What follows belongs to an exercise in optimizing a design on an open flow for small area; a production flow would make more cautious choices. Function was checked by simulation only, so behaviour that the tests miss may differ from the original. Power figures rest on the tool's default switching activity, not on a simulated workload.

## flow/run.sh

```bash
#!/bin/bash
# synth_recipe.tcl (not shown) runs the flow's synth.tcl, then flattens the netlist and writes it again
# the make line also repeats each setting of config.mk as NAME=value (left out here)
make -C /OpenROAD-flow-scripts/flow DESIGN_CONFIG=/design/flow/config.mk WORK_HOME=/design/flow/orfs CLKGATE_MAP_FILE= SYNTH_SCRIPT=/design/flow/synth_recipe.tcl finish
```

## flow/config.mk

```make
export PLATFORM = sky130hd
export DESIGN_NAME = uart_string_loopback
export DESIGN_NICKNAME = uart_string_loopback
export VERILOG_FILES = /design/flow/design.v
export SDC_FILE = /design/flow/constraint.sdc
export NUM_CORES = 4
export LEC_CHECK = 0
export CAP_MARGIN = 20
export CORE_MARGIN = 2
export CORE_UTILIZATION = 40
export SLEW_MARGIN = 20
```

## flow/constraint.sdc

```tcl
create_clock -name core_clock -period 20.0 [get_ports {clk}]
set_input_delay 4.0000 -clock core_clock [delete_from_list [all_inputs] [get_ports {clk}]]
set_output_delay 4.0000 -clock core_clock [all_outputs]
set_load 0.01 [all_outputs]
```

## flow/design.v

```verilog
module uart_rx(
    input clk,          
    input rst_n,        
    input rx,           
    output reg [7:0] data_out,   
    output reg valid           
);
    parameter BAUD_DIV = 434;    
    localparam IDLE  = 2'd0,
               START = 2'd1,
               DATA  = 2'd2,
               STOP  = 2'd3;
    reg [1:0] state;
    reg [12:0] counter;    
    reg [3:0] bit_index;   
    reg [7:0] rx_shift;    
    always @(posedge clk or negedge rst_n) begin
        if (!rst_n) begin
            state     <= IDLE;
            counter   <= 0;
            bit_index <= 0;
            rx_shift  <= 0;
            data_out  <= 0;
            valid     <= 0;
        end else begin
            case (state)
                IDLE: begin
                    valid <= 0;
                    counter <= 0;
                    bit_index <= 0;
                    if (rx == 1'b0) begin   
                        state <= START;
                    end
                    else state <= IDLE;
                end
                START: begin
                    if (counter < (BAUD_DIV >> 1)) begin
                        counter <= counter + 1;
                    end else begin
                        if (rx == 1'b0) begin
                            counter <= 0;
                            state <= DATA;
                        end else begin
                            state <= IDLE;   
                        end
                    end
                end
                DATA: begin
                    if (counter < BAUD_DIV - 1) begin
                        counter <= counter + 1;
                    end else begin
                        counter <= 0;
                        rx_shift[bit_index] <= rx;
                        if (bit_index < 7)
                            bit_index <= bit_index + 1;
                        else begin
                            bit_index <= 0;
                            state <= STOP;
                        end
                    end
                end
                STOP: begin
                    if (counter < BAUD_DIV - 1) begin
                        counter <= counter + 1;
                    end else begin
                        counter <= 0;
                        if (rx == 1'b1) begin
                            data_out <= rx_shift;
                            valid <= 1;
                        end
                        state <= IDLE;
                    end
                end
                default: state <= IDLE;
            endcase
        end
    end
endmodule
module uart_tx(
    input clk,               
    input rst_n,             
    input trigger,           
    input [7:0] data_in,     
    output reg tx,           
    output reg busy          
);
    parameter BAUD_DIV = 434;    
    localparam STATE_IDLE  = 2'd0,
               STATE_START = 2'd1,
               STATE_DATA  = 2'd2,
               STATE_STOP  = 2'd3;
    reg [1:0] state;
    reg [12:0] baud_counter;  
    reg [3:0] bit_index;      
    reg [7:0] tx_shift;       
    always @(posedge clk or negedge rst_n) begin
        if (!rst_n) begin
            state       <= STATE_IDLE;
            tx          <= 1'b1;   
            baud_counter<= 0;
            bit_index   <= 0;
            busy        <= 0;
        end else begin
            case(state)
                STATE_IDLE: begin
                    tx          <= 1'b1;
                    baud_counter<= 0;
                    bit_index   <= 0;
                    busy        <= 0;
                    if (trigger) begin
                        busy     <= 1;
                        tx_shift <= data_in;   
                        state    <= STATE_START;
                    end
                end
                STATE_START: begin
                    tx <= 1'b0;  
                    if (baud_counter < BAUD_DIV-1)
                        baud_counter <= baud_counter + 1;
                    else begin
                        baud_counter <= 0;
                        state <= STATE_DATA;
                    end
                end
                STATE_DATA: begin
                    tx <= tx_shift[0];  
                    if (baud_counter < BAUD_DIV-1)
                        baud_counter <= baud_counter + 1;
                    else begin
                        baud_counter <= 0;
                        tx_shift <= {1'b0, tx_shift[7:1]};
                        if (bit_index < 7)
                            bit_index <= bit_index + 1;
                        else begin
                            bit_index <= 0;
                            state <= STATE_STOP;
                        end
                    end
                end
                STATE_STOP: begin
                    tx <= 1'b1;  
                    if (baud_counter < BAUD_DIV-1)
                        baud_counter <= baud_counter + 1;
                    else begin
                        baud_counter <= 0;
                        state <= STATE_IDLE;
                    end
                end
                default: state <= STATE_IDLE;
            endcase
        end
    end
endmodule
module uart_string_loopback (
    input  wire clk,
    input  wire rst_n,
    input  wire rx,
    output wire tx
);
parameter BUFFER_SIZE = 32;  
parameter DATA_WIDTH = 8;      
reg [DATA_WIDTH-1:0] buffer [0:BUFFER_SIZE-1];  
reg [$clog2(BUFFER_SIZE)-1:0] write_ptr;        
reg [$clog2(BUFFER_SIZE)-1:0] read_ptr;         
wire [DATA_WIDTH-1:0] rx_data;                  
wire rx_valid;                                  
reg [DATA_WIDTH-1:0] tx_data;                   
reg trigger;                                    
wire tx_busy;                                   
reg full, empty;                                
reg [31:0] rx_count;                            
reg [31:0] tx_count;                            
wire buffer_full  = (write_ptr == read_ptr - 1) || (write_ptr == BUFFER_SIZE-1 && read_ptr == 0);
wire buffer_empty = (write_ptr == read_ptr);
uart_rx uart_rx_inst (
    .clk(clk),
    .rst_n(rst_n),
    .rx(rx),
    .data_out(rx_data),
    .valid(rx_valid)
);
uart_tx uart_tx_inst (
    .clk(clk),
    .rst_n(rst_n),
    .trigger(trigger),
    .data_in(tx_data),
    .tx(tx),
    .busy(tx_busy)
);
always @(posedge clk or negedge rst_n) begin
    if (!rst_n) begin
        write_ptr <= 0;
        read_ptr  <= 0;
        trigger   <= 0;
        full      <= 0;
        empty     <= 1;
        rx_count  <= 0;
        tx_count  <= 0;
    end else begin
        if (rx_valid && !buffer_full) begin
            buffer[write_ptr] <= rx_data;
            write_ptr <= (write_ptr == BUFFER_SIZE-1) ? 0 : write_ptr + 1;
            rx_count <= rx_count + 1;
        end
        if (!tx_busy && !buffer_empty && !trigger) begin
            tx_data <= buffer[read_ptr];
            trigger <= 1;
            read_ptr <= (read_ptr == BUFFER_SIZE-1) ? 0 : read_ptr + 1;
            tx_count <= tx_count + 1; 
        end 
		  else begin
            trigger <= 0;
        end
    end
end
endmodule
```

==> impl_metrics.ini, run 1 <==
[outcome]
outcome = timing/DRC/antenna clean

[global_routing]
track_usage_pct = 21.8
grt_first_pass_wirelength_mm = 61.7
antenna_found_initial = 1
grt_max_degree = 77
grt_remaining_overflow = 0
grt_pass1_vias = 9196

[clock_tree]
postCtsHoldBufs = 0
cts-resized-gates = 0
post_cts_buffers = 0
clk_pin_slew_worst_paths_ns = 0.06
cts_max_path_buffers = 3
htreeDepth = 2
tritoncts = built
numClockSinks = 340
clock_latency_ns = 0.55
cts-root-buf = clkbuf_16
cts_buffers = 37

[pwr]
p_sw_mw = 0.750
p_seq_share_pct = 40.6
cellPowerDensity_mw_per_mm2 = 132
power.leakage_nw = 5.73
swShare_pct = 34.7
combinationalPowerShare_pct = 30.1
clkPwrFrac_pct = 29.3
internal_power_mw = 1.41
ir_drop_mv = 0.0815

[place]
portBuffers = 3
gp_congestion = 0.971
hpwlAfterDp_mm = 26.1
pre_cts_slack_ns = 13.53
place_area_sq_mm = 0.0152

[logic_synthesis]
yosys_warnings = 4
synthArstFlopShare_pct = 20.0
yosysSeqAreaShare_pct = 66.8
ys_seq_elements = 340
synth_area_per_cell_sq_um = 14.0
synth_flop_cell = edfxtp_1
syn_area_sq_mm = 0.0148
synth-edff-count = 272
synth_cells = 1054
synthDistinctLibCells = 85

[setup_path]
cp-start-kind = input pin
rrSetupSlack_ns = 15.77
critical_path.slowest_cell = nor4b_2
endpoint_kind = register
path_cells = buf_4 -> inv_1 -> nor2_1 -> nand2_1 -> nor4b_2
cp.buffers_inverters = 2
slowest_delay_ns = 0.81
crit_fanout = 19
required_ns = 20.15
r2r_end = tx_data[2]
crit_type = input pin to register
path_delay_family = simple AND/OR/NAND/NOR gates
critical_path_arrival_ns = 6.05
reg2reg_depth = 7
worstReg2RegStart = read_ptr[4]

[floorplanning]
rows = 70
core_area_sq_mm = 0.0365
die_h_um = 196
die_x_um = 196
die_area_sq_mm = 0.0385
pin_count = 4
initial_utilization_pct = 40.4

[timing]
grt_setup_unrepaired = false
fin_crit_ns = 5.90
hold_violations = 0
finalSetupTns_ns = 0
tightestPinTransition_ns = 1.06
setup_ws_ns = 14.10
setup_viol = 0
slew_viol_final = 0
hold_ws_ns = 0.465
timing.slew.headroom_pct = 29.0
clock_skew_ns = 0.0305
fmax_mhz = 169
fin_crit_sh_pct = 29.5

[hold_path]
hold_start = uart_tx_inst.baud_counter[0]
holdPathStages = 1
hold_path.class = register to register
min_to = uart_tx_inst.baud_counter[0]

[detailed_routing]
num_vias = 9428
drc = 0
routed_wl_mm = 41.6
first_pass_iters = 8
vias_per_cell = 6.10
drtIter0Drc = 1292
antenna_left = 0
post_drt_wl_per_cell_um = 26.9

[layout]
fin_util_pct = 44.8
diodes = 0
fillCellCount = 3170
area_growth_pct = 10.7
final_nets = 1080
final_layout_size_suffix_gt1_share_pct = 13.9
fin_area_sq_mm = 0.0163

[run]
max_cap_violations = 0
==> registers in the layout, indices dropped and copies added (netlist names), named ones only <==
name	flops
uart_rx_inst.data_out	8
trigger	1
uart_rx_inst.bit_index	4
buffer	256
write_ptr	5
uart_tx_inst.busy	1
uart_rx_inst.counter	13
uart_rx_inst.state	1
uart_rx_inst.rx_shift	8
uart_tx_inst.baud_counter	13
uart_tx_inst.tx_shift	8
uart_rx_inst.valid	1
uart_tx_inst.state	2
uart_tx_inst.bit_index	4
read_ptr	5
uart_tx_inst.tx	1
tx_data	8
==> per-stage QoR <==
stage | std cells | power (mW)
after global placement | 1480 | 1.51
final | 1546 | 2.16
after floorplan | 1057 | 1.31
after CTS | 1546 | 2.14
after detailed placement | 1480 | 1.52
after global routing | 1546 | 2.23
==> cell usage in the layout, fill, tap and decap left out, types with 7 or more instances in the layout <==
cell type and count:
a31oi_1 13, o22ai_1 9, mux2_2 40, nor3_1 21, a21oi_1 17, edfxtp_1 272
clkbuf_1 14, and3_1 12, nand4_1 11, xnor2_1 8, nand2_1 58, ha_1 26
nand2b_1 11, o21ai_0 39, xor2_1 9, o2111ai_1 8, nor3_2 13, inv_1 29
a22oi_1 29, nand3_1 51, a222oi_1 8, a22o_1 13, dfrtp_1 58, clkinv_1 8
a32oi_1 10, nor2b_1 7, clkbuf_16 39, dfrtp_2 9, nor2_1 44, buf_4 17
o2bb2ai_1 7, nor3b_1 7, mux2i_1 23
==> power groups by stage <==
stage	sequential (mW)	combinational (mW)	clock, mW
6_report	0.876	0.650	0.632
5_1_grt	0.881	0.686	0.663
4_1_cts	0.875	0.630	0.638
3_5_place_dp	0.889	0.627	0
3_3_place_gp	0.888	0.624	0
2_1_floorplan	0.869	0.437	0
==> cells by family after synthesis <==
kind of cell / count (synthesis) / synth area share (%)
fa+ha+maj: 26 / 2.20
mux: 66 / 5.07
buf+inv: 95 / 3.12
compound gates: 220 / 11.1
flops: 340 / 66.8
simple gates: 289 / 10.6
xor+xnor: 17 / 1.01
other cells: 1 / 0.0254
==> Yosys cell counts, types with 11 or more instances <==
master,number,area share (%)
a21oi_1,17,0.58
a22o_1,13,0.77
a22oi_1,29,1.5
a31oi_1,13,0.55
and3_1,12,0.51
buf_2,20,0.68
clkbuf_1,22,0.56
dfrtp_1,67,11
edfxtp_1,272,55
ha_1,26,2.2
inv_1,29,0.74
mux2_2,40,3.1
mux2i_1,23,1.6
nand2_1,58,1.5
nand2b_1,11,0.47
nand3_1,51,1.7
nand4_1,11,0.47
nor2_1,44,1.1
nor3_1,34,1.2
o21ai_0,39,1.3
==> layer usage <==
layer	wire, um	global-route usage [%]	vias up
li1	-	-	4096
met1	17600	30.9	4696
met2	18200	32.7	516
met3	3870	4.56	120
met4	1910	9.46	0
met5	0	0	-
==> area by class of cell <==
class	count	area, sq um	share of cell area [%]
multi-input combinational	622	4510	27.6
inverter	31	116	0.712
timing repair buffer	19	148	0.903
clock buffer	54	1040	6.38
tap	468	586	3.58
clock inverter	12	58.8	0.360
sequential	340	9880	60.5
==> worst max path at each step <==
stage | start | endpoint | cells past startpoint
2_1_floorplan | rst_n | buffer[21][0] | 2
3_3_place_gp | rst_n | buffer[1][1] | 5
3_5_place_dp | rst_n | buffer[9][0] | 5
4_1_cts | rst_n | buffer[1][0] | 5
5_1_grt | rst_n | buffer[10][7] | 5
6_report | rst_n | buffer[5][1] | 5
==> run 2: changes to the inputs <==
==> flow/design.v (replaced) <==
module uart_rx (
    input        clk,
    input        rst_n,
    input        rx,
    input  [2:0] sel,        
    output       wbit,
    output       valid,      
    output       shift_en    
);
    localparam [3:0] STOP  = 4'b0000,
                     VALID = 4'b0001,   
                     IDLE  = 4'b0011,
                     START = 4'b0111;   
    reg [3:0] ph;
    reg [8:0] counter;       
    reg [7:0] rx_shift;
    wire idle  = ~ph[3] & ~ph[2] & ph[0];    
    wire start = ~ph[3] & ph[2];
    wire stop  = ~ph[3] & ~ph[0] & ~ph[2];
    wire term  = (counter == 9'd433);
    assign valid    = (ph == VALID);
    assign shift_en = ph[3] & term;
    assign wbit     = rx_shift[sel];
    always @(posedge clk or negedge rst_n) begin
        if (!rst_n)
            ph <= IDLE;
        else if (idle)
            ph <= rx ? IDLE : START;
        else if (term) begin
            if (start)
                ph <= rx ? IDLE : ph + 4'd1;
            else if (stop)
                ph <= rx ? VALID : IDLE;
            else
                ph <= ph + 4'd1;
        end
    end
    always @(posedge clk) begin
        if (idle)
            counter <= 9'd216;
        else if (term)
            counter <= 9'd0;
        else
            counter <= counter + 9'd1;
        if (shift_en)
            rx_shift <= {rx, rx_shift[7:1]};
    end
endmodule
module uart_tx (
    input        clk,
    input        rst_n,
    input        start,      
    input        cap,        
    input        din,
    output [2:0] bsel,
    output reg   frame,
    output reg   tx
);
    reg [8:0] bc;
    reg [3:0] ph;            
    reg       nb;
    wire tick = frame & (bc == 9'd433);
    assign bsel = ph[2:0];
    always @(posedge clk) begin
        if (start) begin
            bc <= 9'd432;
            ph <= 4'd15;
        end else begin
            bc <= (bc == 9'd433) ? 9'd0 : bc + 9'd1;
            if (tick)
                ph <= ph + 4'd1;
        end
        if (cap)
            nb <= din;
    end
    always @(posedge clk or negedge rst_n) begin
        if (!rst_n) begin
            frame <= 1'b0;
            tx    <= 1'b1;
        end else begin
            if (start)
                frame <= 1'b1;
            else if (tick && ph == 4'd9)
                frame <= 1'b0;
            if (tick)
                tx <= ph[3] ? ~ph[2] : nb;
        end
    end
endmodule
module uart_string_loopback (
    input  wire clk,
    input  wire rst_n,
    input  wire rx,
    output wire tx
);
reg  [255:0] ring;
reg  [7:0]   cnt;
reg  [4:0]   write_ptr;
reg  [4:0]   read_ptr;
reg          acc;            
wire       wbit, valid, shift_en, frame;
wire [2:0] bsel;
wire full   = (write_ptr + 5'd1) == read_ptr;
wire empty  = write_ptr == read_ptr;
wire start  = ~frame & ~empty;
wire wen    = acc & (cnt[7:3] == write_ptr);
wire din    = wen ? wbit : ring[255];
wire cap    = cnt == {read_ptr, bsel};
uart_rx uart_rx_inst (
    .clk(clk),
    .rst_n(rst_n),
    .rx(rx),
    .sel(cnt[2:0]),
    .wbit(wbit),
    .valid(valid),
    .shift_en(shift_en)
);
uart_tx uart_tx_inst (
    .clk(clk),
    .rst_n(rst_n),
    .start(start),
    .cap(cap),
    .din(din),
    .bsel(bsel),
    .frame(frame),
    .tx(tx)
);
always @(posedge clk) begin
    ring <= {ring[254:0], din};
    cnt  <= cnt + 8'd1;
end
always @(posedge clk or negedge rst_n) begin
    if (!rst_n) begin
        write_ptr <= 5'd0;
        read_ptr  <= 5'd0;
        acc       <= 1'b0;
    end else begin
        if (valid && !full) begin
            write_ptr <= write_ptr + 5'd1;
            acc       <= 1'b1;
        end else if (shift_en)
            acc <= 1'b0;
        if (start)
            read_ptr <= read_ptr + 5'd1;
    end
end
endmodule
--- a/flow/config.mk
+++ b/flow/config.mk
@@ -7,5 +7,8 @@
 export LEC_CHECK = 0
 export CAP_MARGIN = 20
 export CORE_MARGIN = 2
-export CORE_UTILIZATION = 40
+export CORE_UTILIZATION = 60
+export CTS_BUF_LIST = sky130_fd_sc_hd__clkbuf_4
+export CTS_CLUSTER_DIAMETER = 40
+export CTS_CLUSTER_SIZE = 12
 export SLEW_MARGIN = 20
==> impl_metrics.ini, run 2 <==
[logic_synthesis]
synth.area.top_cells = dfxtp_1, dfrtp_1, edfxtp_1
synth_flop_cell = dfxtp_1
synth-edff-count = 9
synth_area_per_cell_sq_um = 15.2
ys_seq_elements = 312
yosysSeqAreaShare_pct = 82.5
syn_area_sq_mm = 0.00779
synth_cells = 511
synthArstFlopShare_pct = 5.45
yosysTopAreaCellShare_pct = 73.5
synth.most_common_cell = dfxtp_1
ys_top_cells_by_count = dfxtp_1, xnor2_1, nor2_1
synth.largest_area_cell = dfxtp_1
synthDistinctLibCells = 45
yosys_warnings = 3

[pwr]
p_seq_share_pct = 69.1
swShare_pct = 19.9
clkPwrFrac_pct = 30.7
power.leakage_nw = 3.48
p_total_mw = 0.903
internal_power_mw = 0.723
ir_drop_mv = 0.0635
combinationalPowerShare_pct = 0.1
p_sw_mw = 0.180
cellPowerDensity_mw_per_mm2 = 108

[clock_tree]
cts-root-buf = clkbuf_4
numClockSinks = 312
tritoncts = built
clock_latency_ns = 0.57
clk_pin_slew_worst_paths_ns = 0.12
cts_buffers = 34
htreeDepth = 2
postCtsHoldBufs = 0
post_cts_buffers = 0
cts-resized-gates = 0
cts_max_path_buffers = 3

[floorplanning]
rows = 41
pin_count = 4
initial_utilization_pct = 61.5
die_x_um = 118
core_area_sq_mm = 0.0127
die_area_sq_mm = 0.0139
die_h_um = 118

[timing]
finalSetupTns_ns = 0
fin_crit_ns = 5.63
hold_violations = 0
grt_setup_unrepaired = false
setup_viol = 0
fmax_mhz = 178
timing.slew.headroom_pct = 47.6
slew_viol_final = 0
tightestPinTransition_ns = 0.783
clock_skew_ns = 0.0366
fin_crit_sh_pct = 28.2

[layout]
fin_cells = 726
diodes = 0
fin_area_sq_mm = 0.00836
top_register = ring
final_nets = 557
fin_util_pct = 66.0
final_cell_mix = dfxtp_1, clkbuf_4, xnor2_1
largest_reg_flops = 256
final_layout_size_suffix_gt1_share_pct = 11.0
largestRegisters = ring (256), uart_rx_inst.counter (9), uart_tx_inst.bc (9)
fillCellCount = 961
final_common_cell = dfxtp_1
area_growth_pct = 7.29

[setup_path]
cp-start-kind = register
reg2reg_depth = 4
path_depth = 1
slowest_delay_ns = 0.55
crit_path_end = tx
crit_type = register to primary output
worstReg2RegStart = uart_rx_inst.counter[3]
rrSetupSlack_ns = 18.02
critical_path.slowest_cell = dfstp_2
cp-startpoint = uart_tx_inst.tx
cp.buffers_inverters = 1
endpoint_kind = primary output
required_ns = 16.00
r2r_end = uart_rx_inst.rx_shift[3]
critical_path_arrival_ns = 1.63
path_delay_family = flip-flops
path_cells = clkdlybuf4s50_1
crit_fanout = 2

[hold_path]
hold_path.class = register to register

[global_routing]
grt_max_degree = 18
antenna_found_initial = 0
grt_pass1_vias = 3392
track_usage_pct = 13.7
grt_remaining_overflow = 0
grt_first_pass_wirelength_mm = 15.7

[detailed_routing]
antenna_left = 0
vias_per_cell = 4.62
post_drt_wl_per_cell_um = 12.1
drc = 0
drtIter0Drc = 101
num_vias = 3353
routed_wl_mm = 8.80
first_pass_iters = 4

[run]
max_cap_violations = 0

[place]
dp_cells = 679
portBuffers = 3
gp_congestion = 0.741
place_area_sq_mm = 0.00801
hpwlAfterDp_mm = 5.05

[outcome]
outcome = timing/DRC/antenna clean
run 2: cell count changes after synthesis, moves of 21 or more:
cell | before | now
dfxtp_1 | 0 | 286
edfxtp_1 | 272 | 9
dfrtp_1 | 67 | 14
mux2_2 | 40 | 2
nand2_1 | 58 | 20
nor3_1 | 34 | 3
nand3_1 | 51 | 21
a22oi_1 | 29 | 0
o21ai_0 | 39 | 13
nor2_1 | 44 | 22
inv_1 | 29 | 8
mux2i_1 | 23 | 2
run 2: final cells by class:
type / instances / area [sq um] / share of cell area (%)
Timing Repair Buffer: 3 / 30.0 / 0.359
Inverter: 8 / 30.0 / 0.359
Clock buffer: 41 / 308 / 3.68
Clock inverter: 6 / 43.8 / 0.524
Tap cell: 172 / 215 / 2.57
Sequential cell: 312 / 6420 / 76.9
Multi-Input combinational cell: 184 / 1310 / 15.6
run 2: logic make-up after synthesis:
| family | Yosys count | share of synthesized area (%) |
|---|---|---|
| AOI/OAI and AO/OA | 28 | 2.33 |
| DFF | 312 | 82.5 |
| and+or+nand+nor | 91 | 6.15 |
| xor gates and xnor gates | 48 | 5.40 |
| adders and majority gates | 11 | 1.77 |
| buffers and inverters | 15 | 0.755 |
| muxes | 6 | 1.12 |
run 2: worst min-delay path by stage:
stage	start	end	slack (ns)	depth (start not counted)
3_5_place_dp	ring[122]	ring[123]	0.31	0
4_1_cts	ring[38]	ring[39]	0.32	0
2_1_floorplan	ring[99]	ring[100]	0.31	0
5_1_grt	ring[38]	ring[39]	0.32	0
3_3_place_gp	ring[132]	ring[133]	0.31	0
6_report	ring[38]	ring[39]	0.32	0
run 2: stage by stage:
stage | worst slack [ns] | hold WS (ns)
6_report | 14.37 | 0.318
5_1_grt | 14.28 | 0.319
4_1_cts | 14.31 | 0.321
3_5_place_dp | 14.82 | 0.312
3_3_place_gp | 14.93 | 0.312
2_1_floorplan | 15.47 | 0.310
run 2: per-layer routing:
layer  global-route usage (%)  vias to the layer above  part of all wire [%]
met5                        0                        -                     0
met3                     4.36                       19                   4.4
met4                     5.27                        0                   2.5
met2                     19.1                       42                    41
li1                         -                     1724                     -
met1                     20.0                     1568                    52
run 2: power by group through the flow:
stage	Combinational [mW]	Clock [mW]	Sequential, mW
after floorplan	0.000150	0	0.638
after global placement	0.00135	0	0.638
after detailed placement	0.00138	0	0.638
after CTS	0.00140	0.292	0.624
after global routing	0.00154	0.318	0.625
final	0.00134	0.278	0.624
==> run 3: changes to the inputs <==
--- a/flow/config.mk
+++ b/flow/config.mk
@@ -8,7 +8,4 @@
 export CAP_MARGIN = 20
 export CORE_MARGIN = 2
 export CORE_UTILIZATION = 60
-export CTS_BUF_LIST = sky130_fd_sc_hd__clkbuf_4
-export CTS_CLUSTER_DIAMETER = 40
-export CTS_CLUSTER_SIZE = 12
 export SLEW_MARGIN = 20
==> impl_metrics.ini, run 3 <==
[outcome]
outcome = timing/DRC/antenna clean

[clock_tree]
cts-root-buf = clkbuf_16
clk_pin_slew_worst_paths_ns = 0.06
tritoncts = built
cts_max_path_buffers = 3
numClockSinks = 312
clock_latency_ns = 0.52
post_cts_buffers = 0
cts_buffers = 27
htreeDepth = 1
cts-resized-gates = 0
postCtsHoldBufs = 0

[setup_path]
crit_fanout = 2
path_cells = clkdlybuf4s50_1
cp-start-kind = register
slowest_delay_ns = 0.53
endpoint_kind = primary output
crit_type = register to primary output
reg2reg_depth = 4
required_ns = 16.00
critical_path.slowest_cell = dfstp_2
critical_path_arrival_ns = 1.57
path_delay_family = flip-flops
cp.buffers_inverters = 1
path_depth = 1

[detailed_routing]
vias_per_cell = 4.60
drtIter0Drc = 142
num_vias = 3351
drc = 0
post_drt_wl_per_cell_um = 13.0
first_pass_iters = 4
antenna_left = 0
routed_wl_mm = 9.44

[timing]
timing.slew.headroom_pct = 49.5
setup_viol = 0
hold_violations = 0
fin_crit_ns = 5.57
grt_setup_unrepaired = false
setup_ws_ns = 14.43
fmax_mhz = 180
slew_viol_final = 0
tightestPinTransition_ns = 0.755
clock_skew_ns = 0.0180
finalSetupTns_ns = 0
hold_ws_ns = 0.319
fin_crit_sh_pct = 27.8

[global_routing]
grt_pass1_vias = 3484
top_usage_layer = met2
gr-usage-met3_pct = 3.39
track_usage_pct = 14.6
antenna_found_initial = 0
grt_remaining_overflow = 0
grt_util_met2_pct = 22.0
grt_first_pass_wirelength_mm = 16.8
use_met1_pct = 20.9
grt_max_degree = 18

[logic_synthesis]
synth.area.top_cells = dfxtp_1, dfrtp_1, edfxtp_1
syn_area_sq_mm = 0.00779
synthArstFlopShare_pct = 5.45
yosysSeqAreaShare_pct = 82.5
synth.most_common_cell = dfxtp_1
synth_cells = 511
ys_seq_elements = 312
synth-edff-count = 9
yosysTopAreaCellShare_pct = 73.5
synth.largest_area_cell = dfxtp_1
yosys_warnings = 3
synth_flop_cell = dfxtp_1
synthDistinctLibCells = 45
ys_top_cells_by_count = dfxtp_1, xnor2_1, nor2_1
synth_area_per_cell_sq_um = 15.2

[floorplanning]
pin_count = 4
core_area_sq_mm = 0.0127
die_x_um = 118
die_h_um = 118
rows = 41
die_area_sq_mm = 0.0139
initial_utilization_pct = 61.5

[pwr]
power.leakage_nw = 3.71
ir_drop_mv = 0.0912
cellPowerDensity_mw_per_mm2 = 127

[place]
gp_congestion = 0.741
hpwlAfterDp_mm = 5.05
pre_cts_slack_ns = 14.82
portBuffers = 3

[hold_path]
holdPathStages = 0
hold_path.class = register to register

[layout]
final_nets = 550
top_register = ring
final_cell_mix = dfxtp_1, xnor2_1, clkbuf_16
final_common_cell = dfxtp_1
final_layout_size_suffix_gt1_share_pct = 11.0
largest_reg_flops = 256
diodes = 0
largestRegisters = ring (256), uart_rx_inst.counter (9), uart_tx_inst.bc (9)
area_growth_pct = 14.1

[run]
max_cap_violations = 0
-- run 3: cell counts after synthesis --
No cell type changed its count.
-- run 3: logic make-up (layout without fill, tap and decap cells) --
family | Yosys count | after routing | share of synthesized area (%)
compound gates | 28 | 28 | 2.33
xor+xnor | 48 | 48 | 5.40
fa+ha+maj | 11 | 11 | 1.77
buf+inv | 15 | 60 | 0.755
flops | 312 | 312 | 82.5
mux | 6 | 6 | 1.12
simple gates | 91 | 91 | 6.15
-- run 3: worst paths after layout --
kind	from	endpoint	slack, ns
min reg2reg	ring[8]	ring[9]	0.32
min in group asynchronous	rst_n	write_ptr[1]	3.92
max reg2reg	uart_rx_inst.counter[2]	uart_rx_inst.rx_shift[3]	18.03
max	uart_tx_inst.tx	tx	14.43
min	ring[8]	ring[9]	0.32
max in group asynchronous	rst_n	write_ptr[4]	15.59
-- run 3: layout make-up --
| type | count | area [sq um] |
|---|---|---|
| sequential | 312 | 6420 |
| fill | 881 | 3780 |
| multi-input combinational | 184 | 1310 |
| clock buffer | 37 | 783 |
| tap | 172 | 215 |
| clock inverter | 12 | 97.6 |
| timing repair buffer | 3 | 30.0 |
| inverter | 8 | 30.0 |
-- run 3: per-stage QoR --
stage	instance area, sq um	utilization (%)	total power, mW	cells
after global placement	8010	63.2	0.640	679
final	8890	70.1	1.13	728
after detailed placement	8010	63.2	0.640	679
after CTS	8890	70.1	1.14	728
after global routing	8890	70.1	1.16	728
after floorplan	7790	-	0.639	511
-- run 3: per-layer routing --
metal | routed length [um] | share of wire, %
met5 | 0 | 0
met4 | 274 | 2.9
met3 | 311 | 3.3
met2 | 4160 | 44
met1 | 4700 | 50
-- run 3: report_power, final --
group	internal, mW	switching [mW]
sequential	0.624	0.000208
combinational	0.000439	0.000873
clock	0.288	0.211
total	0.913	0.213
==> run 4: changes to the inputs <==
--- a/flow/config.mk
+++ b/flow/config.mk
@@ -8,4 +8,7 @@
 export CAP_MARGIN = 20
 export CORE_MARGIN = 2
 export CORE_UTILIZATION = 60
+export CTS_BUF_LIST = sky130_fd_sc_hd__clkbuf_8
+export CTS_CLUSTER_DIAMETER = 50
+export CTS_CLUSTER_SIZE = 20
 export SLEW_MARGIN = 20
==> impl_metrics.ini, run 4 <==
[logic_synthesis]
synthArstFlopShare_pct = 5.45
yosys_warnings = 3
synth.largest_area_cell = dfxtp_1
yosysTopAreaCellShare_pct = 73.5
synth_flop_cell = dfxtp_1
synthDistinctLibCells = 45
yosysSeqAreaShare_pct = 82.5
synth_area_per_cell_sq_um = 15.2
synth_cells = 511
ys_seq_elements = 312
synth-edff-count = 9
ys_top_cells_by_count = dfxtp_1, xnor2_1, nor2_1
synth.area.top_cells = dfxtp_1, dfrtp_1, edfxtp_1
syn_area_sq_mm = 0.00779
synth.most_common_cell = dfxtp_1

[detailed_routing]
first_pass_iters = 4
num_vias = 3274
drtIter0Drc = 108
routed_wl_mm = 8.73
antenna_left = 0
drc = 0
post_drt_wl_per_cell_um = 12.3
vias_per_cell = 4.60

[global_routing]
grt_remaining_overflow = 0
track_usage_pct = 13.5
antenna_found_initial = 0
grt_max_degree = 22
grt_first_pass_wirelength_mm = 15.5
grt_pass1_vias = 3296

[setup_path]
endpoint_kind = primary output
crit_type = register to primary output
crit_fanout = 2
path_cells = clkdlybuf4s50_1
required_ns = 16.00
critical_path.slowest_cell = dfstp_2
slowest_delay_ns = 0.54
path_delay_family = flip-flops
critical_path_arrival_ns = 1.56
cp-start-kind = register
cp.buffers_inverters = 1

[place]
gp_congestion = 0.741
hpwlAfterDp_mm = 5.05
portBuffers = 3
pre_cts_slack_ns = 14.82

[pwr]
power.leakage_nw = 3.50
ir_drop_mv = 0.0800
cellPowerDensity_mw_per_mm2 = 111

[hold_path]
hold_path.class = register to register

[timing]
setup_viol = 0
hold_ws_ns = 0.323
setup_ws_ns = 14.44
clock_skew_ns = 0.0193
fin_crit_sh_pct = 27.8
fin_crit_ns = 5.56
grt_setup_unrepaired = false
timing.slew.headroom_pct = 49.9
tightestPinTransition_ns = 0.749
finalSetupTns_ns = 0
fmax_mhz = 180
hold_violations = 0
slew_viol_final = 0

[floorplanning]
die_h_um = 118
die_area_sq_mm = 0.0139
pin_count = 4
die_x_um = 118
initial_utilization_pct = 61.5
rows = 41
core_area_sq_mm = 0.0127

[layout]
area_growth_pct = 8.35
regArea_sq_mm = 0.00642
final_common_cell = dfxtp_1
largestRegisters = ring (256), uart_rx_inst.counter (9), uart_tx_inst.bc (9)
top_register = ring
final_nets = 545
fillCellCount = 934
final_cell_mix = dfxtp_1, xnor2_1, clkbuf_8
multi_input_area_sq_mm = 0.00131
final_layout_size_suffix_gt1_share_pct = 8.52
diodes = 0
largest_reg_flops = 256

[clock_tree]
numClockSinks = 312
postCtsHoldBufs = 0
clk_pin_slew_worst_paths_ns = 0.11
cts-resized-gates = 0
clock_latency_ns = 0.52
post_cts_buffers = 0
tritoncts = built
cts_max_path_buffers = 3
cts_buffers = 22
htreeDepth = 1
cts-root-buf = clkbuf_8

[run]
max_cap_violations = 0

[outcome]
outcome = timing/DRC/antenna clean
## run 4: cell type report
type / count / share of cell area, %
clock inverters: 10 / 1.39
well taps: 172 / 2.55
repair buffers: 3 / 0.356
flip-flops and latches: 312 / 76.1
clock buffers: 23 / 3.75
multi-input cells: 184 / 15.5
inverters: 8 / 0.356
## run 4: metrics by stage
| step | total power [mW] | cell area [sq um] | std cells | util [%] |
|---|---|---|---|---|
| 6_report | 0.938 | 8440 | 712 | 66.6 |
| 5_1_grt | 0.975 | 8440 | 712 | 66.6 |
| 4_1_cts | 0.950 | 8440 | 712 | 66.6 |
| 3_5_place_dp | 0.640 | 8010 | 679 | 63.2 |
| 3_3_place_gp | 0.640 | 8010 | 679 | 63.2 |
| 2_1_floorplan | 0.639 | 7790 | 511 | - |
## run 4: cells by family (layout without fill, tap and decap cells)
logic type                 Yosys count  after routing  synth area share (%)
AOI/OAI and AO/OA                   28             28                  2.33
xor gates and xnor gates            48             48                  5.40
adders and majority gates           11             11                  1.77
and+or+nand+nor                     91             91                  6.15
muxes                                6              6                  1.12
DFF                                312            312                  82.5
buffers and inverters               15             44                 0.755
## run 4: path summary, 6_finish.rpt
path	startpoint	endpoint	slack, ns	cells past startpoint
setup / recovery	uart_tx_inst.tx	tx	14.44	1
min in group asynchronous	rst_n	uart_rx_inst.ph[2]	3.92	1
setup reg to reg	uart_rx_inst.counter[3]	uart_rx_inst.rx_shift[3]	18.02	4
max in group asynchronous	rst_n	write_ptr[4]	15.61	1
hold / removal	ring[231]	ring[232]	0.32	0
hold reg to reg	ring[231]	ring[232]	0.32	0
## run 4: report_power, final
group,switching (mW),total [mW],internal (mW),leakage (nW)
clock,0.186,0.313,0.126,0.228
combinational,0.000869,0.00131,0.000439,0.656
sequential,0.000206,0.624,0.624,2.61
## run 4: layer usage
metal  vias up  routed length (um)  part of all wire (%)  global-route usage (%)
li1       1692                   -                     -                       -
met1      1524                4650                    53                    20.5
met2        35                3520                    40                    18.8
met3        23                 254                   2.9                    2.76
met4         0                 303                   3.5                    5.50
met5         -                   0                     0                       0
==> run 5: changes to the inputs <==
--- a/flow/config.mk
+++ b/flow/config.mk
@@ -8,7 +8,7 @@
 export CAP_MARGIN = 20
 export CORE_MARGIN = 2
 export CORE_UTILIZATION = 60
-export CTS_BUF_LIST = sky130_fd_sc_hd__clkbuf_8
-export CTS_CLUSTER_DIAMETER = 50
-export CTS_CLUSTER_SIZE = 20
+export CTS_BUF_LIST = sky130_fd_sc_hd__clkbuf_16
+export CTS_CLUSTER_DIAMETER = 60
+export CTS_CLUSTER_SIZE = 40
 export SLEW_MARGIN = 20
==> impl_metrics.ini, run 5 <==
[outcome]
outcome = timing/DRC/antenna clean

[layout]
final_common_cell = dfxtp_1
final_layout_size_suffix_gt1_share_pct = 6.59
largest_reg_flops = 256
diodes = 0
area_growth_pct = 8.58
fin_area_sq_mm = 0.00846
largestRegisters = ring (256), uart_rx_inst.counter (9), uart_tx_inst.bc (9)
final_nets = 537
final_cell_mix = dfxtp_1, xnor2_1, nor2_1
top_register = ring

[setup_path]
critical_path.slowest_cell = dfstp_2
required_ns = 16.00
crit_fanout = 2
slowest_delay_ns = 0.54
endpoint_kind = primary output
path_delay_family = flip-flops
cp.buffers_inverters = 1
path_cells = clkdlybuf4s50_1
crit_type = register to primary output
critical_path_arrival_ns = 1.52
cp-start-kind = register

[detailed_routing]
first_pass_iters = 4
num_vias = 3228
drc = 0
drtIter0Drc = 144
routed_wl_mm = 8.54
vias_per_cell = 4.59
antenna_left = 0
post_drt_wl_per_cell_um = 12.1

[run]
max_cap_violations = 0

[floorplanning]
die_h_um = 118
initial_utilization_pct = 61.5
core_area_sq_mm = 0.0127
rows = 41
die_area_sq_mm = 0.0139
pin_count = 4
die_x_um = 118

[logic_synthesis]
ys_seq_elements = 312
synthArstFlopShare_pct = 5.45
synth_flop_cell = dfxtp_1
synth_top_family_by_area = simple AND/OR/NAND/NOR gates
synth.mux.area_fraction_pct = 1.12
yosysTopAreaCellShare_pct = 73.5
synth-compound-area-share_pct = 2.33
synth_area_per_cell_sq_um = 15.2
synthAdderAreaFrac_pct = 1.77
synth.most_common_cell = dfxtp_1
ys_top_cells_by_count = dfxtp_1, xnor2_1, nor2_1
synth_xor_area_share_pct = 5.40
synth_cells = 511
syn_area_sq_mm = 0.00779
synth.largest_area_cell = dfxtp_1
synth-edff-count = 9
synthDistinctLibCells = 45
synthSimpleGateAreaFrac_pct = 6.15
yosysSeqAreaShare_pct = 82.5
synth.area.top_cells = dfxtp_1, dfrtp_1, edfxtp_1
yosys_warnings = 3

[timing]
hold_ws_ns = 0.290
fin_crit_ns = 5.52
setup_viol = 0
clock_skew_ns = 0.0435
slew_viol_final = 0
timing.slew.headroom_pct = 49.9
grt_setup_unrepaired = false
hold_violations = 0
fmax_mhz = 181
setup_ws_ns = 14.48
finalSetupTns_ns = 0
tightestPinTransition_ns = 0.750
fin_crit_sh_pct = 27.6

[global_routing]
grt_remaining_overflow = 0
grt_first_pass_wirelength_mm = 15.3
grt_pass1_vias = 3171
track_usage_pct = 13.1
grt_max_degree = 42
antenna_found_initial = 0

[clock_tree]
cts_max_path_buffers = 3
post_cts_buffers = 0
cts-resized-gates = 0
cts_buffers = 14
clk_pin_slew_worst_paths_ns = 0.13
clock_latency_ns = 0.49
tritoncts = built
htreeDepth = 1
cts-root-buf = clkbuf_16
numClockSinks = 312
postCtsHoldBufs = 0

[hold_path]
hold_path.class = register to register

[place]
gp_congestion = 0.741
hpwlAfterDp_mm = 5.05
portBuffers = 3
pre_cts_slack_ns = 14.82
place_area_sq_mm = 0.00801

[pwr]
cellPowerDensity_mw_per_mm2 = 112
power.leakage_nw = 3.50
ir_drop_mv = 0.0994
==> run 5: cell counts after synthesis <==
No cell type changed its count.
==> run 5: power by group <==
part           total, mW  switching [mW]  internal [mW]
clock network      0.326           0.182          0.144
logic            0.00131        0.000869       0.000439
registers          0.624        0.000209          0.624
total              0.951           0.183          0.768
==> run 5: worst paths after layout <==
kind | cells past startpoint | end | slack (ns) | from
worst max-delay path | 1 | tx | 14.48 | uart_tx_inst.tx
worst min-delay path | 0 | ring[151] | 0.29 | ring[150]
worst max register to register | 4 | uart_rx_inst.rx_shift[3] | 18.02 | uart_rx_inst.counter[2]
worst min register to register | 0 | ring[151] | 0.29 | ring[150]
max in group asynchronous | 1 | uart_rx_inst.ph[2] | 15.55 | rst_n
min in group asynchronous | 1 | uart_tx_inst.frame | 3.98 | rst_n
==> run 5: logic make-up (layout without fill, tap and decap cells) <==
family,Yosys count,after routing
compound gates,28,28
xor+xnor,48,48
fa+ha+maj,11,11
buf+inv,15,35
flops,312,312
mux,6,6
simple gates,91,91
==> run 5: layout make-up <==
class | instances | area (sq um)
clock buffer | 15 | 375
clock inverter | 9 | 76.3
fill | 935 | 4210
inverter | 8 | 30.0
multi-input combinational | 184 | 1310
sequential | 312 | 6420
tap | 172 | 215
timing repair buffer | 3 | 30.0
==> run 5: through the flow <==
step           utilization (%)  std cells  total power [mW]
6_report                  66.8        703             0.951
5_1_grt                   66.8        703             0.987
4_1_cts                   66.8        703             0.963
3_5_place_dp              63.2        679             0.640
3_3_place_gp              63.2        679             0.640
2_1_floorplan                -        511             0.639
==> run 5: per-layer routing <==
layer | GRT usage (%) | vias up | share of wire (%)
met1 | 20.7 | 1507 | 55
met2 | 18.5 | 23 | 40
met5 | 0 | - | 0
li1 | - | 1681 | -
met4 | 3.46 | 0 | 2.1
met3 | 2.52 | 17 | 3.2
==> run 6: changes to the inputs <==
--- a/flow/config.mk
+++ b/flow/config.mk
@@ -7,8 +7,5 @@
 export LEC_CHECK = 0
 export CAP_MARGIN = 20
 export CORE_MARGIN = 2
-export CORE_UTILIZATION = 60
-export CTS_BUF_LIST = sky130_fd_sc_hd__clkbuf_16
-export CTS_CLUSTER_DIAMETER = 60
-export CTS_CLUSTER_SIZE = 40
+export CORE_UTILIZATION = 40
 export SLEW_MARGIN = 20
==> impl_metrics.ini, run 6 <==
[setup_path]
slowest_delay_ns = 0.53
cp.buffers_inverters = 1
reg2reg_depth = 4
cp-start-kind = register
path_depth = 1
path_cells = clkdlybuf4s50_1
required_ns = 16.00
crit_fanout = 2
endpoint_kind = primary output
path_delay_family = flip-flops
critical_path.slowest_cell = dfstp_2
crit_type = register to primary output
critical_path_arrival_ns = 1.58

[detailed_routing]
drc = 0
drtIter0Drc = 111
num_vias = 3366
first_pass_iters = 4
vias_per_cell = 4.11
antenna_left = 0
post_drt_wl_per_cell_um = 11.6
routed_wl_mm = 9.47

[layout]
diodes = 0
top_register = ring
fin_util_pct = 46.7
final_cell_mix = dfxtp_1, clkbuf_16, xnor2_1
final_nets = 551
fin_cells = 819
regArea_sq_mm = 0.00642
fillCellCount = 1695
multi_input_area_sq_mm = 0.00131
largestRegisters = ring (256), uart_rx_inst.counter (9), uart_tx_inst.bc (9)
fin_area_sq_mm = 0.00900
largest_reg_flops = 256
final_layout_size_suffix_gt1_share_pct = 10.1
final_common_cell = dfxtp_1
area_growth_pct = 15.6

[logic_synthesis]
synth.most_common_cell = dfxtp_1
synth.largest_area_cell = dfxtp_1
synth_flop_cell = dfxtp_1
synth_area_per_cell_sq_um = 15.2
yosys_warnings = 3
yosysSeqAreaShare_pct = 82.5
synth.area.top_cells = dfxtp_1, dfrtp_1, edfxtp_1
ys_seq_elements = 312
syn_area_sq_mm = 0.00779
ys_top_cells_by_count = dfxtp_1, xnor2_1, nor2_1
synth-edff-count = 9
synthArstFlopShare_pct = 5.45
synthDistinctLibCells = 45
synth_cells = 511
yosysTopAreaCellShare_pct = 73.5

[timing]
setup_viol = 0
fin_crit_sh_pct = 27.9
tightestPinTransition_ns = 0.778
hold_violations = 0
timing.slew.headroom_pct = 48.0
fmax_mhz = 179
fin_crit_ns = 5.58
grt_setup_unrepaired = false
slew_viol_final = 0
finalSetupTns_ns = 0
clock_skew_ns = 0.00968

[place]
hpwlAfterDp_mm = 5.42
portBuffers = 3
dp_cells = 772
gp_congestion = 0.733
place_area_sq_mm = 0.00812

[global_routing]
grt_max_degree = 18
grt_remaining_overflow = 0
grt_first_pass_wirelength_mm = 16.7
track_usage_pct = 9.93
antenna_found_initial = 0
grt_pass1_vias = 3473

[pwr]
cellPowerDensity_mw_per_mm2 = 125
ir_drop_mv = 0.0621
power.leakage_nw = 3.70
p_total_mw = 1.12

[hold_path]
hold_path.class = register to register
holdPathStages = 0

[clock_tree]
clock_latency_ns = 0.53
post_cts_buffers = 0
tritoncts = built
cts_buffers = 28
cts_max_path_buffers = 3
htreeDepth = 1
cts-resized-gates = 0
postCtsHoldBufs = 0
cts-root-buf = clkbuf_16
numClockSinks = 312
clk_pin_slew_worst_paths_ns = 0.06

[floorplanning]
pin_count = 4
die_x_um = 144
initial_utilization_pct = 40.4
rows = 51
core_area_sq_mm = 0.0193
die_area_sq_mm = 0.0206
die_h_um = 144

[run]
max_cap_violations = 0

[outcome]
outcome = timing/DRC/antenna clean
==> run 6: cell counts after synthesis <==
Identical to the previous run, type by type.
==> run 6: per-stage QoR <==
step	setup WS (ns)	hold slack, ns
2_1_floorplan	15.47	0.310
3_3_place_gp	14.94	0.313
3_5_place_dp	14.83	0.312
4_1_cts	14.39	0.325
5_1_grt	14.38	0.326
6_report	14.42	0.323
==> run 6: power breakdown <==
group	total, mW	switching [mW]	internal [mW]
Combinational	0.00133	0.000892	0.000439
Clock	0.499	0.210	0.289
Sequential	0.625	0.000204	0.625
Total	1.12	0.211	0.914
==> run 6: cell families after synthesis <==
family	synth area share, %
multiplexers	1.12
buffers and inverters	0.755
AND/OR/NAND/NOR	6.15
flip-flops	82.5
adder cells (fa/ha/maj)	1.77
XOR/XNOR	5.40
AO/OA/AOI/OAI	2.33
==> run 6: final timing paths <==
check	startpoint	end	slack, ns
worst max register to register	uart_rx_inst.counter[2]	uart_rx_inst.rx_shift[0]	18.05
min in group asynchronous	rst_n	uart_rx_inst.ph[2]	3.93
worst max-delay path	uart_tx_inst.tx	tx	14.42
worst min register to register	ring[3]	ring[4]	0.32
worst min-delay path	ring[3]	ring[4]	0.32
max in group asynchronous	rst_n	uart_tx_inst.frame	15.58
==> run 6: worst reg2reg max path: stages (launching register included) <==
cell	delay, ns
dfxtp_1	0.35
or4b_4	0.55
nor3_4	0.35
nand2_1	0.12
inv_1	0.25
==> run 6: cell type report <==
cell class	instances	share of cell area, %
well taps	265	3.68
multi-input cells	184	14.5
inverters	8	0.334
clock inverters	9	1.00
repair buffers	3	0.334
flip-flops and latches	312	71.4
clock buffers	38	8.77
==> run 6: metal layers <==
layer  GRT usage, %  part of all wire, %
met1           14.0                   51
met2           14.6                   42
met3           2.63                  3.9
met4           3.87                  3.1
met5              0                    0
==> run 7: changes to the inputs <==
--- a/flow/design.v
+++ b/flow/design.v
@@ -12,12 +12,14 @@
                      IDLE  = 4'b0011,
                      START = 4'b0111;   
     reg [3:0] ph;
-    reg [8:0] counter;       
+    reg       ta;
+    reg [2:0] tb;
+    reg [4:0] tc;
     reg [7:0] rx_shift;
     wire idle  = ~ph[3] & ~ph[2] & ph[0];    
     wire start = ~ph[3] & ph[2];
     wire stop  = ~ph[3] & ~ph[0] & ~ph[2];
-    wire term  = (counter == 9'd433);
+    wire term  = ta & (&tb) & (&tc);
     assign valid    = (ph == VALID);
     assign shift_en = ph[3] & term;
     assign wbit     = rx_shift[sel];
@@ -36,12 +38,15 @@
         end
     end
     always @(posedge clk) begin
-        if (idle)
-            counter <= 9'd216;
-        else if (term)
-            counter <= 9'd0;
-        else
-            counter <= counter + 9'd1;
+        if (idle) begin
+            ta <= 1'b0;
+            tb <= 3'b111;
+            tc <= 5'b11111;
+        end else begin
+            ta <= ~ta;
+            tb <= {tb[1:0], tb[2] ^ tb[1]};
+            tc <= {tc[3:0], tc[4] ^ tc[2]};
+        end
         if (shift_en)
             rx_shift <= {rx, rx_shift[7:1]};
     end
@@ -56,17 +61,23 @@
     output reg   frame,
     output reg   tx
 );
-    reg [8:0] bc;
+    reg       ta;
+    reg [2:0] tb;
+    reg [4:0] tc;
     reg [3:0] ph;            
     reg       nb;
-    wire tick = frame & (bc == 9'd433);
+    wire tick = frame & ta & (&tb) & (&tc);
     assign bsel = ph[2:0];
     always @(posedge clk) begin
-        if (start) begin
-            bc <= 9'd432;
+        if (!frame) begin
+            ta <= 1'b0;
+            tb <= 3'b011;
+            tc <= 5'b01111;
             ph <= 4'd15;
         end else begin
-            bc <= (bc == 9'd433) ? 9'd0 : bc + 9'd1;
+            ta <= ~ta;
+            tb <= {tb[1:0], tb[2] ^ tb[1]};
+            tc <= {tc[3:0], tc[4] ^ tc[2]};
             if (tick)
                 ph <= ph + 4'd1;
         end
@@ -100,7 +111,11 @@
 reg          acc;            
 wire       wbit, valid, shift_en, frame;
 wire [2:0] bsel;
-wire full   = (write_ptr + 5'd1) == read_ptr;
+function [4:0] nxt(input [4:0] p);
+    nxt = {p[3:0], p[4] ^ p[2] ^ (p[3:0] == 4'd0)};
+endfunction
+wire [4:0] wp_next = nxt(write_ptr);
+wire full   = wp_next == read_ptr;
 wire empty  = write_ptr == read_ptr;
 wire start  = ~frame & ~empty;
 wire wen    = acc & (cnt[7:3] == write_ptr);
@@ -127,21 +142,21 @@
 );
 always @(posedge clk) begin
     ring <= {ring[254:0], din};
-    cnt  <= cnt + 8'd1;
+    cnt  <= {cnt[6:0], cnt[7] ^ cnt[5] ^ cnt[4] ^ cnt[3] ^ (cnt[6:0] == 7'd0)};
+    if (valid && !full)
+        acc <= 1'b1;
+    else if (shift_en)
+        acc <= 1'b0;
 end
 always @(posedge clk or negedge rst_n) begin
     if (!rst_n) begin
         write_ptr <= 5'd0;
         read_ptr  <= 5'd0;
-        acc       <= 1'b0;
     end else begin
-        if (valid && !full) begin
-            write_ptr <= write_ptr + 5'd1;
-            acc       <= 1'b1;
-        end else if (shift_en)
-            acc <= 1'b0;
+        if (valid && !full)
+            write_ptr <= wp_next;
         if (start)
-            read_ptr <= read_ptr + 5'd1;
+            read_ptr <= nxt(read_ptr);
     end
 end
 endmodule
==> impl_metrics.ini, run 7 <==
[place]
hpwlAfterDp_mm = 4.85
gp_congestion = 0.709
portBuffers = 3

[floorplanning]
rows = 50
die_area_sq_mm = 0.0203
die_h_um = 142
core_area_sq_mm = 0.0188
initial_utilization_pct = 40.9
pin_count = 4
die_x_um = 142

[logic_synthesis]
synthArstFlopShare_pct = 5.13
synth.area.top_cells = dfxtp_1, dfrtp_1, edfxtp_1
synth_area_per_cell_sq_um = 15.7
ys_seq_elements = 312
syn_area_sq_mm = 0.00767
synth.largest_area_cell = dfxtp_1
yosysSeqAreaShare_pct = 83.7
synth.most_common_cell = dfxtp_1
ys_top_cells_by_count = dfxtp_1, xnor2_1, nand2_1
synth-edff-count = 9
yosysTopAreaCellShare_pct = 74.9
synth_flop_cell = dfxtp_1
synthDistinctLibCells = 46
yosys_warnings = 3
synth_cells = 488

[detailed_routing]
routed_wl_mm = 8.77
drtIter0Drc = 177
num_vias = 3186
antenna_left = 0
vias_per_cell = 4.21
post_drt_wl_per_cell_um = 11.6
drc = 0
first_pass_iters = 4

[setup_path]
slowest_delay_ns = 0.54
path_depth = 1
crit_fanout = 2
critical_path.slowest_cell = dfstp_2
worstReg2RegStart = uart_tx_inst.frame
required_ns = 16.00
cp-startpoint = uart_tx_inst.tx
crit_type = register to primary output
path_cells = clkdlybuf4s50_1
cp-start-kind = register
path_delay_family = flip-flops
cp.buffers_inverters = 1
endpoint_kind = primary output
critical_path_arrival_ns = 1.58
reg2reg_depth = 5
rrSetupSlack_ns = 18.09

[timing]
finalSetupTns_ns = 0
grt_setup_unrepaired = false
tightestPinTransition_ns = 0.789
clock_skew_ns = 0.00929
fmax_mhz = 179
timing.slew.headroom_pct = 47.2
hold_violations = 0
slew_viol_final = 0
setup_viol = 0
hold_ws_ns = 0.322
fin_crit_sh_pct = 27.9
fin_crit_ns = 5.58

[layout]
largestRegisters = ring (256), cnt (8), uart_rx_inst.rx_shift (8)
regArea_sq_mm = 0.00642
diodes = 0
area_growth_pct = 13.5
final_cell_mix = dfxtp_1, clkbuf_16, xnor2_1
largest_reg_flops = 256
final_layout_size_suffix_gt1_share_pct = 11.1
top_register = ring
final_common_cell = dfxtp_1
final_nets = 512
fillCellCount = 1575
fin_util_pct = 46.4
multi_input_area_sq_mm = 0.00113

[clock_tree]
post_cts_buffers = 0
clock_latency_ns = 0.51
clk_pin_slew_worst_paths_ns = 0.06
numClockSinks = 312
tritoncts = built
htreeDepth = 1
cts-root-buf = clkbuf_16
cts_buffers = 27
postCtsHoldBufs = 0
cts_max_path_buffers = 3
cts-resized-gates = 0

[global_routing]
grt_first_pass_wirelength_mm = 15.2
grt_remaining_overflow = 0
antenna_found_initial = 0
track_usage_pct = 9.18
grt_max_degree = 19
grt_pass1_vias = 3188

[outcome]
outcome = timing/DRC/antenna clean

[hold_path]
hold_start = ring[79]
holdPathStages = 0
hold_path.class = register to register

[pwr]
ir_drop_mv = 0.0728
power.leakage_nw = 3.49
cellPowerDensity_mw_per_mm2 = 125
p_total_mw = 1.09

[run]
max_cap_violations = 0
==> run 7: path summary, 6_finish.rpt <==
kind | to
setup / recovery | tx
hold / removal | ring[80]
setup reg to reg | uart_tx_inst.ph[3]
hold reg to reg | ring[80]
max in group asynchronous | uart_tx_inst.frame
min in group asynchronous | write_ptr[3]
==> run 7: cell families (layout without fill, tap and decap cells) <==
group                      Yosys count  after routing  synth area share (%)
DFF                                312            312                  83.7
and+or+nand+nor                     69             69                  4.96
AOI/OAI and AO/OA                   35             35                  3.23
xor gates and xnor gates            34             34                  4.08
buffers and inverters               23             57                  1.50
muxes                               11             11                  1.88
adders and majority gates            4              4                 0.653
==> run 7: final cells by class <==
type,count,area share (%)
clock inverter,5,0.345
tap,234,3.36
sequential,312,73.7
timing repair buffer,3,0.345
inverter,8,0.345
multi-input combinational,153,13.0
clock buffer,41,8.82
==> run 7: power by group <==
part           leakage, nW  switching [mW]  internal, mW
Sequential            2.60        0.000119         0.624
Combinational        0.495         0.00123      0.000609
Clock                0.394           0.199         0.264
Total                 3.49           0.200         0.889
==> run 7: metrics by stage <==
stage                     area (sq um)  setup WS [ns]  cells
after floorplan                   7670          15.47    488
after global placement            7910          14.88    710
after detailed placement          7910          14.77    710
after CTS                         8710          14.39    756
after global routing              8710          14.36    756
final                             8710          14.42    756
==> run 7: routing by layer <==
layer  vias to the layer above  track usage, %  wire length (um)
met5                         -               0                 0
met4                         0            3.39               268
met3                        22            2.69               389
met2                        45            12.7              3430
met1                      1499            13.6              4680
li1                       1620               -                 -
==> run 8: changes to the inputs <==
--- a/flow/config.mk
+++ b/flow/config.mk
@@ -7,5 +7,8 @@
 export LEC_CHECK = 0
 export CAP_MARGIN = 20
 export CORE_MARGIN = 2
-export CORE_UTILIZATION = 40
+export CORE_UTILIZATION = 60
+export CTS_BUF_LIST = sky130_fd_sc_hd__clkbuf_4
+export CTS_CLUSTER_DIAMETER = 40
+export CTS_CLUSTER_SIZE = 12
 export SLEW_MARGIN = 20
==> impl_metrics.ini, run 8 <==
[floorplanning]
initial_utilization_pct = 61.0
die_x_um = 117
core_area_sq_mm = 0.0126
rows = 41
pin_count = 4
die_h_um = 117
die_area_sq_mm = 0.0137

[timing]
setup_viol = 0
hold_violations = 0
fin_crit_ns = 5.74
fin_crit_sh_pct = 28.7
fmax_mhz = 174
slew_viol_final = 0
tightestPinTransition_ns = 0.800
timing.slew.headroom_pct = 46.5
clock_skew_ns = 0.0259
finalSetupTns_ns = 0
grt_setup_unrepaired = false

[clock_tree]
cts_buffers = 31
postCtsHoldBufs = 0
htreeDepth = 1
post_cts_buffers = 0
numClockSinks = 312
cts-root-buf = clkbuf_4
clk_pin_slew_worst_paths_ns = 0.12
tritoncts = built
cts-resized-gates = 0
cts_max_path_buffers = 3
clock_latency_ns = 0.62

[detailed_routing]
met1_length_mm = 4.64
post_drt_wl_per_cell_um = 12.3
drc = 0
routed_wl_mm = 8.47
vias_per_cell = 4.59
num_vias = 3158
maxUsedRoutingLayer = met4
first_pass_iters = 4
drtIter0Drc = 130
wl_met2_mm = 3.30
antenna_left = 0
met3WireLength_um = 331

[setup_path]
required_ns = 16.00
critical_path.slowest_cell = dfstp_2
endpoint_kind = primary output
cp.buffers_inverters = 1
path_cells = clkdlybuf4s50_1
slowest_delay_ns = 0.55
crit_type = register to primary output
critical_path_arrival_ns = 1.74
crit_fanout = 2
path_delay_family = flip-flops
cp-start-kind = register

[layout]
top_register = ring
final_nets = 516
regArea_sq_mm = 0.00642
multi_input_area_sq_mm = 0.00113
final_common_cell = dfxtp_1
area_growth_pct = 6.57
fin_area_sq_mm = 0.00817
final_cell_mix = dfxtp_1, clkbuf_4, xnor2_1
largestRegisters = ring (256), cnt (8), uart_rx_inst.rx_shift (8)
fillCellCount = 926
largest_reg_flops = 256
diodes = 0
final_layout_size_suffix_gt1_share_pct = 12.0

[place]
hpwlAfterDp_mm = 4.68
place_area_sq_mm = 0.00783
portBuffers = 3
gp_congestion = 0.682

[logic_synthesis]
synth.area.top_cells = dfxtp_1, dfrtp_1, edfxtp_1
synth-edff-count = 9
ys_top_cells_by_count = dfxtp_1, xnor2_1, nand2_1
synthArstFlopShare_pct = 5.13
synthDistinctLibCells = 46
syn_area_sq_mm = 0.00767
synth_flop_cell = dfxtp_1
synth.largest_area_cell = dfxtp_1
synth_area_per_cell_sq_um = 15.7
ys_seq_elements = 312
yosysTopAreaCellShare_pct = 74.9
yosysSeqAreaShare_pct = 83.7
synth_cells = 488
yosys_warnings = 3
synth.most_common_cell = dfxtp_1

[pwr]
power.leakage_nw = 3.30
ir_drop_mv = 0.0603
p_total_mw = 0.905
cellPowerDensity_mw_per_mm2 = 111

[global_routing]
track_usage_pct = 13.0
grt_pass1_vias = 3010
grt_remaining_overflow = 0
grt_max_degree = 19
antenna_found_initial = 0
grt_first_pass_wirelength_mm = 14.1

[hold_path]
hold_path.class = register to register

[run]
max_cap_violations = 0

[outcome]
outcome = timing/DRC/antenna clean
## run 8: per-layer routing
metal  global-route usage, %  up-vias
met1                    19.6     1469
met4                    4.86        0
met5                       0        -
met3                    3.91       17
met2                    17.6       42
li1                        -     1630
## run 8: kinds of logic after synthesis
group | synth area share [%]
and+or+nand+nor | 4.96
AOI/OAI and AO/OA | 3.23
buffers and inverters | 1.50
DFF | 83.7
adders and majority gates | 0.653
xor gates and xnor gates | 4.08
muxes | 1.88
## run 8: path summary, 6_finish.rpt
path / startpoint / endpoint / cells past startpoint / slack, ns
max: uart_tx_inst.tx / tx / 1 / 14.26
min: ring[142] / ring[143] / 0 / 0.31
max reg2reg: uart_tx_inst.frame / uart_tx_inst.ph[3] / 5 / 18.07
min reg2reg: ring[142] / ring[143] / 0 / 0.31
max in group asynchronous: rst_n / uart_rx_inst.ph[2] / 1 / 15.65
min in group asynchronous: rst_n / read_ptr[2] / 1 / 3.82
## run 8: area by class of cell
cell class                 instances  area share, %
clock buffer                      35           3.21
clock inverter                     5          0.995
inverter                           8          0.367
multi-input combinational        153           13.9
sequential                       312           78.5
tap                              172           2.63
timing repair buffer               3          0.367
## run 8: where the power goes
group | internal, mW | leakage [nW] | switching [mW]
Sequential | 0.624 | 2.60 | 0.000125
Clock | 0.109 | 0.202 | 0.170
Combinational | 0.000609 | 0.495 | 0.00121
## run 8: per-stage QoR
step	setup slack [ns]	util [%]	std cells	hold slack [ns]
final	14.26	65.0	688	0.309
after global routing	14.16	65.0	688	0.302
after CTS	14.20	65.0	688	0.312
after detailed placement	14.82	62.3	648	0.312
after global placement	14.89	62.3	648	0.313
after floorplan	15.47	-	488	0.310

-- static timing again, ports no longer ideal --
In the flow no input, the clock included, has a driving cell. The finished layouts below were timed again as built, in two steps. Step 1 sets driving cells, clkbuf_16 on the clock port and buf_2 on the other inputs (assumed; they add their load-dependent delay and slew). Step 2 moves the port delays by t, midway between the first and last clock arrival at a register: inputs arrive t later, outputs are due t later. That takes back most of the time a late clock gives input paths. Three values: ideal ports, drivers, drivers and shift; two values: the first two.
| run | t (ns) | setup slack, ns | latest minus earliest clock arrival (ns) |
|---|---|---|---|
| run 1 | 0.583 | 14.096 / 14.125 / 13.543 | 0.031 / 0.031 |
| run 2 | 0.586 | 14.369 / 14.339 / 14.853 | 0.037 / 0.036 |
| run 3 | 0.555 | 14.433 / 14.393 / 14.832 | 0.022 / 0.022 |
| run 4 | 0.543 | 14.441 / 14.406 / 14.836 | 0.020 / 0.020 |
| run 5 | 0.506 | 14.481 / 14.443 / 14.807 | 0.047 / 0.047 |
| run 6 | 0.562 | 14.419 / 14.377 / 14.821 | 0.011 / 0.011 |
| run 7 | 0.542 | 14.422 / 14.383 / 14.751 | 0.011 / 0.011 |
| run 8 | 0.647 | 14.263 / 14.231 / 14.795 | 0.042 / 0.042 |
After both steps setup and hold are still met in every run listed. For run 1, which loses most, drivers alone change the setup slack by +0.029 ns; drivers and shift together by -0.553 ns.
